What follows belongs to an exercise in optimizing a design on an open flow for small area; a production flow would make more cautious choices.
RTL that was checked went through simulation tests only; none was proved equivalent to the original.

Setup of run 1:
## sqrt_u32
module sqrt_u32 (
    input  wire        clk,
    input  wire        rst_n,
    input  wire        valid_in,
    input  wire [31:0] data_i,
    output wire        valid_out,
    output wire [15:0] data_o
);
Size in the first run: about 1,100 cells after synthesis, about 68 flip-flops, roughly 52 I/O pins.
==> flow/config.mk <==
export PLATFORM = sky130hd
export DESIGN_NAME = sqrt_u32
export DESIGN_NICKNAME = sqrt_u32
export VERILOG_FILES = /design/flow/design.v
export SDC_FILE = /design/flow/constraint.sdc
export NUM_CORES = 4
export LEC_CHECK = 0
export ABC_AREA = 1
export CAP_MARGIN = 20
export CORE_MARGIN = 2
export CORE_UTILIZATION = 55
export PLACE_DENSITY = 0.65
export SLEW_MARGIN = 20
==> flow/constraint.sdc <==
create_clock -name core_clock -period 9.0 [get_ports {clk}]
set_input_delay 1.8000 -clock core_clock [delete_from_list [all_inputs] [get_ports {clk}]]
set_output_delay 1.8000 -clock core_clock [all_outputs]
set_load 0.01 [all_outputs]
standard.sh (not shown) runs the stock make flow with config.mk's settings and CLKGATE_MAP_FILE= SYNTH_SCRIPT=/design/flow/synth_recipe.tcl, a recipe that flattens the netlist after the stock synthesis.
==> flow/flow/run.sh <==
#!/bin/bash
# Standard layout (standard.sh), except that synthesis skips Yosys's full-adder extraction
# (ADDER_MAP_FILE empty), so ABC maps the carry chains itself.
export BUFFER_PORTS_ARGS="-buffer_cell sky130_fd_sc_hd__buf_1"
set -euo pipefail
export ADDER_MAP_FILE=
bash standard.sh > standard.log 2>&1
Run 1 completed every stage of the flow, and the final layout passed the timing, design-rule and antenna checks.
> inputs changed (run 1 -> run 2)
--- a/flow/design.v
+++ b/flow/design.v
@@ -2,19 +2,19 @@
     input  wire        clk,
     input  wire        rst_n,
     input  wire        valid_in,
     input  wire [31:0] data_i,
     output wire        valid_out,
     output wire [15:0] data_o
 );
-    reg [1:0] v;
+    reg [2:0] v;
     always @(posedge clk or negedge rst_n)
-        if (!rst_n) v <= 2'd0;
-        else v <= {v[0], valid_in};
-    assign valid_out = v[1];
+        if (!rst_n) v <= 3'd0;
+        else v <= {v[1:0], valid_in};
+    assign valid_out = v[2];
     wire [31:0] x0_d, x0;
     wire [1:0] r1_d, r1;
     wire [0:0] q1_d, q1;
     wire [29:0] x1_d, x1;
     wire [2:0] r2_d, r2;
     wire [1:0] q2_d, q2;
     wire [27:0] x2_d, x2;
@@ -96,34 +96,38 @@
     assign x9 = x9_d;
     assign r10 = r10_d;
     assign q10 = q10_d;
     assign x10 = x10_d;
     assign r11 = r11_d;
     assign q11 = q11_d;
     assign x11 = x11_d;
-    assign r12 = r12_d;
-    assign q12 = q12_d;
-    assign x12 = x12_d;
-    reg  [13:0] r13_q;
-    reg  [12:0] q13_q;
-    reg  [5:0] x13_q;
+    reg  [12:0] r12_q;
+    reg  [11:0] q12_q;
+    reg  [7:0] x12_q;
     always @(posedge clk) begin
-        r13_q <= r13_d;
-        q13_q <= q13_d;
-        x13_q <= x13_d;
+        r12_q <= r12_d;
+        q12_q <= q12_d;
+        x12_q <= x12_d;
     end
-    assign r13 = r13_q;
-    assign q13 = q13_q;
-    assign x13 = x13_q;
+    assign r12 = r12_q;
+    assign q12 = q12_q;
+    assign x12 = x12_q;
+    assign r13 = r13_d;
+    assign q13 = q13_d;
+    assign x13 = x13_d;
     assign r14 = r14_d;
     assign q14 = q14_d;
     assign x14 = x14_d;
     assign q15 = q15_d;
     assign x15 = x15_d;
-    assign q16 = q16_d;
+    reg  [15:0] q16_q;
+    always @(posedge clk) begin
+        q16_q <= q16_d;
+    end
+    assign q16 = q16_q;
     wire [1:0] t0 = x0[31:30];
     wire [2:0] d0 = {1'b0, t0} - 3'd1;
     wire ge0 = ~d0[2];
     assign r1_d = ge0 ? d0[1:0] : t0[1:0];
     assign x1_d = x0[29:0];
     assign q1_d = ge0;
     wire [3:0] t1 = {r1, x1[29:28]};
Run 2: floorplan core area higher than run 1. Non-clock buffer count: run 2 lower than run 1. Taking run 1 as the reference, in run 2 delay of the slowest critical-path stage down 0.09 ns, first-pass GRT wire length now larger, design area fell about 7%, die boundary width shows an increase of 3.7 um.
Only the layout flow was run in run 2; the RTL was not checked for function there.

---

Setup of the previous run:
sqrt_u32 again, from the RTL that the note above started with.
// sqrt_u32
module sqrt_u32 (
    input  wire        clk,
    input  wire        rst_n,
    input  wire        valid_in,
    input  wire [31:0] data_i,
    output wire        valid_out,
    output wire [15:0] data_o
);
    reg [1:0] v;
    always @(posedge clk or negedge rst_n)
        if (!rst_n) v <= 2'd0;
        else v <= {v[0], valid_in};
    assign valid_out = v[1];
    wire [31:0] x0_d, x0;
    wire [1:0] r1_d, r1;
    wire [0:0] q1_d, q1;
    wire [29:0] x1_d, x1;
    wire [2:0] r2_d, r2;
    wire [1:0] q2_d, q2;
    wire [27:0] x2_d, x2;
    wire [3:0] r3_d, r3;
    wire [2:0] q3_d, q3;
    wire [25:0] x3_d, x3;
    wire [4:0] r4_d, r4;
    wire [3:0] q4_d, q4;
    wire [23:0] x4_d, x4;
    wire [5:0] r5_d, r5;
    wire [4:0] q5_d, q5;
    wire [21:0] x5_d, x5;
    wire [6:0] r6_d, r6;
    wire [5:0] q6_d, q6;
    wire [19:0] x6_d, x6;
    wire [7:0] r7_d, r7;
    wire [6:0] q7_d, q7;
    wire [17:0] x7_d, x7;
    wire [8:0] r8_d, r8;
    wire [7:0] q8_d, q8;
    wire [15:0] x8_d, x8;
    wire [9:0] r9_d, r9;
    wire [8:0] q9_d, q9;
    wire [13:0] x9_d, x9;
    wire [10:0] r10_d, r10;
    wire [9:0] q10_d, q10;
    wire [11:0] x10_d, x10;
    wire [11:0] r11_d, r11;
    wire [10:0] q11_d, q11;
    wire [9:0] x11_d, x11;
    wire [12:0] r12_d, r12;
    wire [11:0] q12_d, q12;
    wire [7:0] x12_d, x12;
    wire [13:0] r13_d, r13;
    wire [12:0] q13_d, q13;
    wire [5:0] x13_d, x13;
    wire [14:0] r14_d, r14;
    wire [13:0] q14_d, q14;
    wire [3:0] x14_d, x14;
    wire [14:0] q15_d, q15;
    wire [1:0] x15_d, x15;
    wire [15:0] q16_d, q16;
    assign x0_d = data_i;
    assign x0 = x0_d;
    assign r1 = r1_d;
    assign q1 = q1_d;
    assign x1 = x1_d;
    assign r2 = r2_d;
  ...
export LEC_CHECK = 0
export ABC_AREA = 1
export CAP_MARGIN = 20
export CORE_MARGIN = 2
export CORE_UTILIZATION = 55
export CTS_BUF_LIST = sky130_fd_sc_hd__clkbuf_8
export GPL_TIMING_DRIVEN = 0
export PLACE_DENSITY = 0.65
export SETUP_SLACK_MARGIN = -0.5
export SLEW_MARGIN = 20
create_clock -name core_clock -period 9.0 [get_ports {clk}]
==> flow/flow/run.sh <==
#!/bin/bash
# Standard layout (standard.sh) with its own logic mapping:
# - synthesis skips Yosys's full-adder extraction (ADDER_MAP_FILE empty), so ABC maps the
#   carry chains itself;
# - ABC runs flow/area.abc instead of ORFS's script. Everything else in synthesis (registers,
#   flattening, renaming) is the standard synthesis script, patched only at the abc call.
# - input and output ports get the smallest buffer (buf_1).
export BUFFER_PORTS_ARGS="-buffer_cell sky130_fd_sc_hd__buf_1"
# - clock tree without dummy loads.
export CTS_ARGS="-sink_clustering_enable -repair_clock_nets -buf_list sky130_fd_sc_hd__clkbuf_8 -dont_use_dummy_load"
set -euo pipefail
here=$(pwd)
sed 's|^\(\s*\)log_cmd abc {\*}$abc_args|\1log_cmd abc {*}[lreplace $abc_args 1 1 $::env(MY_ABC_SCRIPT)]|' \
  "$FLOW_HOME/scripts/synth.tcl" > "$here/synth_abc.tcl"
grep -q 'MY_ABC_SCRIPT' "$here/synth_abc.tcl"
sed "s|\$::env(SCRIPTS_DIR)/synth.tcl|$here/synth_abc.tcl|" synth_recipe.tcl > "$here/synth_recipe_abc.tcl"
grep -q synth_abc.tcl "$here/synth_recipe_abc.tcl"
sed "s|SYNTH_SCRIPT=[^ ]*|SYNTH_SCRIPT=$here/synth_recipe_abc.tcl|" standard.sh > "$here/standard_abc.sh"
export ADDER_MAP_FILE=
export MY_ABC_SCRIPT="$here/flow/area.abc"
bash "$here/standard_abc.sh" > standard.log 2>&1
==> flow/flow/area.abc <==
strash
dch
map -B 0.9
topo
stime -c
buffer -c
dnsize -c
Status the previous run: flow complete, layout not clean - setup timing
Setup changes, the previous run to the current run
--- a/flow/design.v
+++ b/flow/design.v
@@ -72,33 +72,33 @@
     assign q4 = q4_d;
     assign x4 = x4_d;
     assign r5 = r5_d;
     assign q5 = q5_d;
     assign x5 = x5_d;
     assign r6 = r6_d;
     assign q6 = q6_d;
     assign x6 = x6_d;
-    reg  [7:0] r7_q;
-    reg  [6:0] q7_q;
-    reg  [17:0] x7_q;
-    always @(posedge clk) begin
-        r7_q <= r7_d;
-        q7_q <= q7_d;
-        x7_q <= x7_d;
-    end
-    assign r7 = r7_q;
-    assign q7 = q7_q;
-    assign x7 = x7_q;
+    assign r7 = r7_d;
+    assign q7 = q7_d;
+    assign x7 = x7_d;
     assign r8 = r8_d;
     assign q8 = q8_d;
     assign x8 = x8_d;
-    assign r9 = r9_d;
-    assign q9 = q9_d;
-    assign x9 = x9_d;
+    reg  [9:0] r9_q;
+    reg  [8:0] q9_q;
+    reg  [13:0] x9_q;
+    always @(posedge clk) begin
+        r9_q <= r9_d;
+        q9_q <= q9_d;
+        x9_q <= x9_d;
+    end
+    assign r9 = r9_q;
+    assign q9 = q9_q;
+    assign x9 = x9_q;
     assign r10 = r10_d;
     assign q10 = q10_d;
     assign x10 = x10_d;
     assign r11 = r11_d;
     assign q11 = q11_d;
     assign x11 = x11_d;
     assign r12 = r12_d;
     assign q12 = q12_d;
Results
The current run: flow completed, timing, DRC and antenna clean
Looking at the previous run and the current run, the worst hold slack is a wash.
Row synthesized cell count: the current run higher / the previous run lower
Compared with the previous run, the current run shows a met1 routing resource usage after global routing that is 3.6 points lower.
Going from the previous run to the current run, maximum number of pins on one net before global-route repair grows by 3.
Looking at number of buffer and inverter instances along the worst setup path, the current run sits 10 higher than the previous run does.
From the previous run to the current run the numbers moved as follows: all-layer global routing usage has decreased; final worst-path setup slack has increased.

==> what the ideal ports hide <==
In the flow no input, the clock included, has a driving cell. The finished layouts below were timed again as built, in two steps. Step 1: set_driving_cell puts a clkbuf_16 on clk and a buf_2 on each other input, an assumption about the parent block. Step 2, shift: input delay + t, output delay - t, t = (earliest + latest rising clock arrival at the registers) / 2. This alone moves slack from input paths to output paths. Slacks: ideal ports / drivers / drivers and shift; pairs: ideal ports / drivers.
run	shift t [ns]	setup slack, ns	clock arrival spread, ns	pins driven straight from the clock port
run 1	0.381	0.343 / 0.343 / 0.343	0.007 / 0.007	1
run 2	0.386	0.964 / 0.990 / 0.604	0.010 / 0.010	1
the previous run	0.391	-0.217 / -0.217 / -0.217	0.026 / 0.026	1
the current run	0.370	0.452 / 0.463 / 0.093	0.022 / 0.022	1
The setup slack of run 2, which loses most, moves by +0.026 ns with the drivers and by -0.360 ns with both steps.
